This is an optimization exercise on Yosys and OpenROAD, whose aim is small area, a short achievable clock period and few clock cycles, not a production implementation.
In this exercise RTL edits were held to simulation tests only and were not proved equivalent to the original.
Power figures rest on the tool's default switching activity, not on a simulated workload.

## steganography
module steganography (
    input         sys_clk,
    input         reset,
    input         start,
    input         mode,
    input  [31:0] message_size,
    output        done,
    output [31:0] image_addra,
    input  [31:0] image_rddataa,
    output [31:0] secret_addra,
    input  [31:0] secret_rddataa,
    output [31:0] image_wrdatab,
    output [3:0]  image_web,
    output [31:0] image_addrb,
    output [31:0] secret_wrdatab,
    output [3:0]  secret_web,
    output [31:0] secret_addrb
);
    function [5:0] tlo;
        input [3:0] l;
        begin
            case (l)
                4'd0: tlo = 6'b000000;
                4'd1: tlo = 6'b000001;
                4'd2: tlo = 6'b000010;
                4'd3: tlo = 6'b000100;
                4'd4: tlo = 6'b000101;
                4'd5: tlo = 6'b000110;
                4'd6: tlo = 6'b001000;
                4'd7: tlo = 6'b001001;
                4'd8: tlo = 6'b001010;
                4'd9: tlo = 6'b010000;
                4'd10: tlo = 6'b010001;
                4'd11: tlo = 6'b010010;
                4'd12: tlo = 6'b010100;
                4'd13: tlo = 6'b010101;
                4'd14: tlo = 6'b010110;
                4'd15: tlo = 6'b011000;
                default: tlo = 6'b0;
            endcase
        end
    endfunction
    function [7:0] clamp;
        input [7:0] b;
        begin
            clamp = {b[7:1], b[0] ^ ((b == 8'd0) | (b == 8'd255))};
        end
    endfunction
    reg        started;
  ...
==> module steganography, before the edit <==
module steganography (
    input         sys_clk,
    input         reset,
    input         start,
    input         mode,
    input  [31:0] message_size,
    output        done,
    output [31:0] image_addra,
    input  [31:0] image_rddataa,
    output [31:0] secret_addra,
    input  [31:0] secret_rddataa,
    output [31:0] image_wrdatab,
    output [3:0]  image_web,
    output [31:0] image_addrb,
    output [31:0] secret_wrdatab,
    output [3:0]  secret_web,
    output [31:0] secret_addrb
);
    function [5:0] tlo;
        input [3:0] l;
        begin
            case (l)
                4'd0: tlo = 6'b000000;
                4'd1: tlo = 6'b000001;
                4'd2: tlo = 6'b000010;
                4'd3: tlo = 6'b000100;
                4'd4: tlo = 6'b000101;
                4'd5: tlo = 6'b000110;
                4'd6: tlo = 6'b001000;
                4'd7: tlo = 6'b001001;
                4'd8: tlo = 6'b001010;
                4'd9: tlo = 6'b010000;
                4'd10: tlo = 6'b010001;
                4'd11: tlo = 6'b010010;
                4'd12: tlo = 6'b010100;
                4'd13: tlo = 6'b010101;
                4'd14: tlo = 6'b010110;
                4'd15: tlo = 6'b011000;
                default: tlo = 6'b0;
            endcase
        end
    endfunction
    function [7:0] clamp;
        input [7:0] b;
        begin
            clamp = {b[7:1], b[0] ^ ((b == 8'd0) | (b == 8'd255))};
        end
    endfunction
    reg        started;
    reg        mode_r;
    reg        v1;                 
    reg        v2, v3, pv;         
    reg        wvi;                
    reg [3:0]  wvs;                
    reg        done_r;
    reg [16:0] ra;                 
    reg [13:0] G;                  
    reg [1:0]  Kl;                 
    reg [16:0] wa;                 
    reg [2:0]  p2;                 
    reg [2:0]  p3;                 
    always @(*) begin
        case (p2)
            3'd1:    Kl = 2'd1;
            3'd2:    Kl = 2'd2;
            3'd3:    Kl = 2'd2;
            3'd4:    Kl = 2'd3;
            default: Kl = 2'd0;
        endcase
    end
    wire hit = ({G, Kl} == message_size[15:0]);    
    wire ginc = v2 & (p2 == 3'd4);
    wire wr   = wvi | (wvs == 4'b1000);    
    always @(posedge sys_clk) begin
        if (reset) begin
            started <= 1'b0;
            v1      <= 1'b0;
            v2      <= 1'b0;
            v3      <= 1'b0;
            pv      <= 1'b0;
            wvi     <= 1'b0;
            wvs     <= 4'd0;
            done_r  <= 1'b0;
            ra      <= 17'd0;
        end else begin
            started <= started | start;
            v1      <= ~started & start;
            ra      <= started ? ra + 17'd1 : {16'd0, start};
            v2      <= v1 | (v2 & ~hit);
            v3      <= v2;
            pv      <= v3;
            wvi     <= ~mode_r & pv;
            case (p3)
                3'd1:    wvs <= {4{mode_r & v3}};
                3'd2:    wvs <= {2'b00, mode_r & v3, 1'b0};
                3'd4:    wvs <= {1'b0, mode_r & v3, 2'b00};
                3'd5:    wvs <= {mode_r & v3, 3'b000};
                default: wvs <= 4'd0;
            endcase
            done_r  <= done_r | (wvi & ~pv) | ((|wvs) & ~v3);
        end
    end
    always @(posedge sys_clk)
        G <= {14{started}} & (G + {13'd0, ginc});
    always @(posedge sys_clk)
        wa <= {17{started}} & (wa + {16'd0, wr});
    always @(posedge sys_clk)
        p2 <= ~started ? 3'd5 : (p2 == 3'd5) ? 3'd0 : p2 + 3'd1;
    always @(posedge sys_clk)
        mode_r <= mode;
    always @(*) begin
        case (p2)
            3'd0:    p3 = 3'd5;
            3'd1:    p3 = 3'd0;
            3'd2:    p3 = 3'd1;
            3'd3:    p3 = 3'd2;
            3'd4:    p3 = 3'd3;
            default: p3 = 3'd4;
        endcase
    end
    reg [31:0] d1;
    always @(posedge sys_clk) begin
        if (mode_r)
            d1 <= image_rddataa;
        else
            d1 <= {clamp(image_rddataa[31:24]), clamp(image_rddataa[23:16]),
                   clamp(image_rddataa[15:8]),  clamp(image_rddataa[7:0])};
    end
    wire [5:0] r0, r1, r2, r3;     
    g_tr27 u_r0 (.b(d1[7:0]),   .r(r0));
    g_tr27 u_r1 (.b(d1[15:8]),  .r(r1));
    g_tr27 u_r2 (.b(d1[23:16]), .r(r2));
    g_tr27 u_r3 (.b(d1[31:24]), .r(r3));
    reg  [5:0] carry;              
    wire [5:0] fA2, fB2, cn2;
    g_s2mix u_s2 (.r0(r0), .r1(r1), .r2(r2), .r3(r3), .carry(carry), .p(p2),
                  .fA(fA2), .fB(fB2), .cn(cn2));
    reg  [5:0] fA, fB;             
    reg  [31:0] d2;
    reg  [4:0] nA, nB;             
    reg  [3:0] sA;                 
    always @(*) begin
        case (p2)
            3'd0:    sA = secret_rddataa[7:4];
            3'd1:    sA = secret_rddataa[3:0];
            3'd2:    sA = secret_rddataa[15:12];
            3'd3:    sA = secret_rddataa[23:20];
            3'd4:    sA = secret_rddataa[19:16];
            default: sA = secret_rddataa[31:28];
        endcase
    end
    wire [3:0] sB = (p2 == 3'd2) ? secret_rddataa[11:8] : secret_rddataa[27:24];
    wire [5:0] tnA = tlo(sA);
    wire [5:0] tnB = tlo(sB);
    always @(posedge sys_clk) begin
        fA <= fA2;
        fB <= fB2;
        carry <= cn2;
        d2 <= d1;
        nA <= {tnA[4], tnA[3:0]};
        nB <= {tnB[4], tnB[3:0]};
    end
    reg [31:0] pw;                 
    reg [7:0]  pt;                 
    wire [31:0] emb;               
    wire [7:0]  ptn;               
    wire [3:0]  xA3, xB3;          
    g_s3 u_s3 (.nA(nA), .nB(nB), .fA(fA), .fB(fB), .p(p3), .pw(pw), .pt(pt),
               .v3(v3), .emb(emb), .ptn(ptn), .xA(xA3), .xB(xB3));
    reg  [31:0] wrdata;
    wire        xph14 = (p3 == 3'd1) | (p3 == 3'd4);
    wire [7:0]  xb    = xph14 ? {wrdata[7:4], xA3} : {xA3, xB3};
    wire [31:0] ext   = (p3 == 3'd1) ? {24'd0, xb} : {4{xb}};
    always @(posedge sys_clk) begin
        pw <= d2;
        pt <= ptn;
        wrdata <= mode_r ? ext : emb;
    end
    assign done           = done_r;
    assign image_addra    = {13'd0, ra, 2'b00};
    assign secret_addra   = {16'd0, G, 2'b00};
    assign image_addrb    = {13'd0, wa, 2'b00};
    assign secret_addrb   = {13'd0, wa, 2'b00};
    assign image_wrdatab  = wrdata;
    assign secret_wrdatab = wrdata;
    assign image_web      = {4{wvi}};
    assign secret_web     = wvs;
endmodule
==> flow/config.mk <==
export PLATFORM = sky130hd
export DESIGN_NAME = steganography
export DESIGN_NICKNAME = steganography
export VERILOG_FILES = /design/flow/design.v
export SDC_FILE = /design/flow/constraint.sdc
export NUM_CORES = 4
export LEC_CHECK = 0
export ABC_AREA = 1
export CAP_MARGIN = 20
export CORE_MARGIN = 2
export CORE_UTILIZATION = 40
export SLEW_MARGIN = 20
==> flow/constraint.sdc <==
create_clock -name core_clock -period 16.0 [get_ports {sys_clk}]
set_input_delay 3.2000 -clock core_clock [delete_from_list [all_inputs] [get_ports {sys_clk}]]
set_output_delay 3.2000 -clock core_clock [all_outputs]
set_load 0.01 [all_outputs]
standard.sh (not shown) runs the stock make flow with config.mk's settings and CLKGATE_MAP_FILE= SYNTH_SCRIPT=/design/flow/synth_recipe.tcl, a recipe that flattens the netlist after the stock synthesis.
==> flow/flow/run.sh <==
#!/bin/bash
# Own flow: the standard synthesis; then the synthesized logic (not the
# registers, which keep their names and cells) is mapped again with ABC for
# area; then the standard layout, with buf_1 cells as the port buffers.
# Each tool's output goes to a log file here.
set -euo pipefail
W=$(pwd)
F=$W/flow
R=$W/orfs/results/$FLOW_PLATFORM/steganography/base
LIB=$FLOW_HOME/platforms/sky130hd/lib/sky130_fd_sc_hd__tt_025C_1v80.lib
export BUFFER_PORTS_ARGS="-buffer_cell sky130_fd_sc_hd__buf_1"
export SETUP_SLACK_MARGIN=11.6
export CTS_ARGS="-sink_clustering_enable -repair_clock_nets -buf_list {sky130_fd_sc_hd__clkbuf_8 sky130_fd_sc_hd__clkbuf_16} -root_buf sky130_fd_sc_hd__clkbuf_16 -sink_clustering_size 24 -sink_clustering_max_diameter 120 -dont_use_dummy_load"

# 1. standard synthesis
bash standard.sh synth > synth.log 2>&1
cp $R/1_2_yosys.v synth_standard.v

# 2. logic re-mapping
yosys -q -l cells.log -p "read_liberty -ignore_miss_func -ignore_miss_dir $LIB; write_verilog -noattr cells_all.v"
python3 $F/mkmap.py cells_all.v comb_map.v
DU=""
for c in $(cat $F/dont_use.txt); do DU="$DU -dont_use $c"; done
printf 'strash\n&get -n\n&deepsyn -T %s\n&put\ndch -f\n&get -n\n&nf -R 1000\n&put\ntopo\nstime -c\n' "${DEEPSYN_T:-120}" > remap.abc
yosys -l remap.log -p "
read_liberty -lib $LIB
read_verilog synth_standard.v
hierarchy -top $FLOW_TOP
techmap -map comb_map.v
techmap
opt -fast
abc -script $W/remap.abc -liberty $LIB $DU
opt_clean -purge
hilomap -singleton -hicell sky130_fd_sc_hd__conb_1 HI -locell sky130_fd_sc_hd__conb_1 LO
insbuf -buf sky130_fd_sc_hd__buf_4 A X
write_verilog -noattr -noexpr -nohex -nodec $W/remapped.v
stat -liberty $LIB
" > /dev/null
cp remapped.v $R/1_2_yosys.v

# 3. standard layout from the re-mapped netlist
bash standard.sh > layout.log 2>&1
Other scripts of this flow, unchanged in this note and not shown: flow/flow/dont_use.txt, flow/flow/mkmap.py
The baseline completed with no timing, DRC or antenna violations.
Testbench counts at the start, summed over its fixed seeds: cycles 9,323.
Next try:
--- a/flow/design.v
+++ b/flow/design.v
@@ -1775,14 +1775,14 @@
     wire [31:0] emb;               
     wire [7:0]  ptn;               
     wire [3:0]  xA3, xB3;          
     g_s3 u_s3 (.nA(nA), .nB(nB), .fA(fA), .fB(fB), .p(p3), .pw(pw), .pt(pt),
                .v3(v3), .emb(emb), .ptn(ptn), .xA(xA3), .xB(xB3));
-    reg  [31:0] wrdata;
     wire        xph14 = (p3 == 3'd1) | (p3 == 3'd4);
     wire [7:0]  xb    = xph14 ? {wrdata[7:4], xA3} : {xA3, xB3};
     wire [31:0] ext   = (p3 == 3'd1) ? {24'd0, xb} : {4{xb}};
+    reg [31:0] wrdata;
     always @(posedge sys_clk) begin
         pw <= d2;
         pt <= ptn;
         wrdata <= mode_r ? ext : emb;
     end
Outcome:
- sequential share of layout area stays the same
- power stays the same
- worst setup slack is unchanged
- maximum frequency is unchanged
- final area stays the same
- clock skew stays the same
- count of clock-buffer cells in the layout does not change
- die area stays the same
- routed wire length stays the same
Testbench counts after the change, summed over its fixed seeds: cycles 9,323.

what the ideal ports hide:
The results above use ideal ports. As a check the final layouts listed here were re-extracted and re-timed, cells and wires unchanged.
Step 1 (the two cells are an assumption about what drives the block):
set clk [get_ports {sys_clk}]
set_driving_cell -lib_cell sky130_fd_sc_hd__clkbuf_16 $clk
set_driving_cell -lib_cell sky130_fd_sc_hd__buf_2 [delete_from_list [all_inputs] $clk]
Step 2 also shifts input and output timing later by t, the mid clock arrival at the registers, as if the neighbouring blocks saw the same clock.
Slacks: no drivers / after step 1 / after step 2; pairs: no drivers / after step 1.
run	t, ns	setup slack, ns	latest minus earliest clock arrival (ns)	worst data-port slew with drivers (ns)
the first run	0.514	11.690 / 11.639 / 11.275	0.027 / 0.027	0.04
the second run	0.514	11.690 / 11.639 / 11.275	0.027 / 0.027	0.04
After both steps every run listed still meets setup and hold.
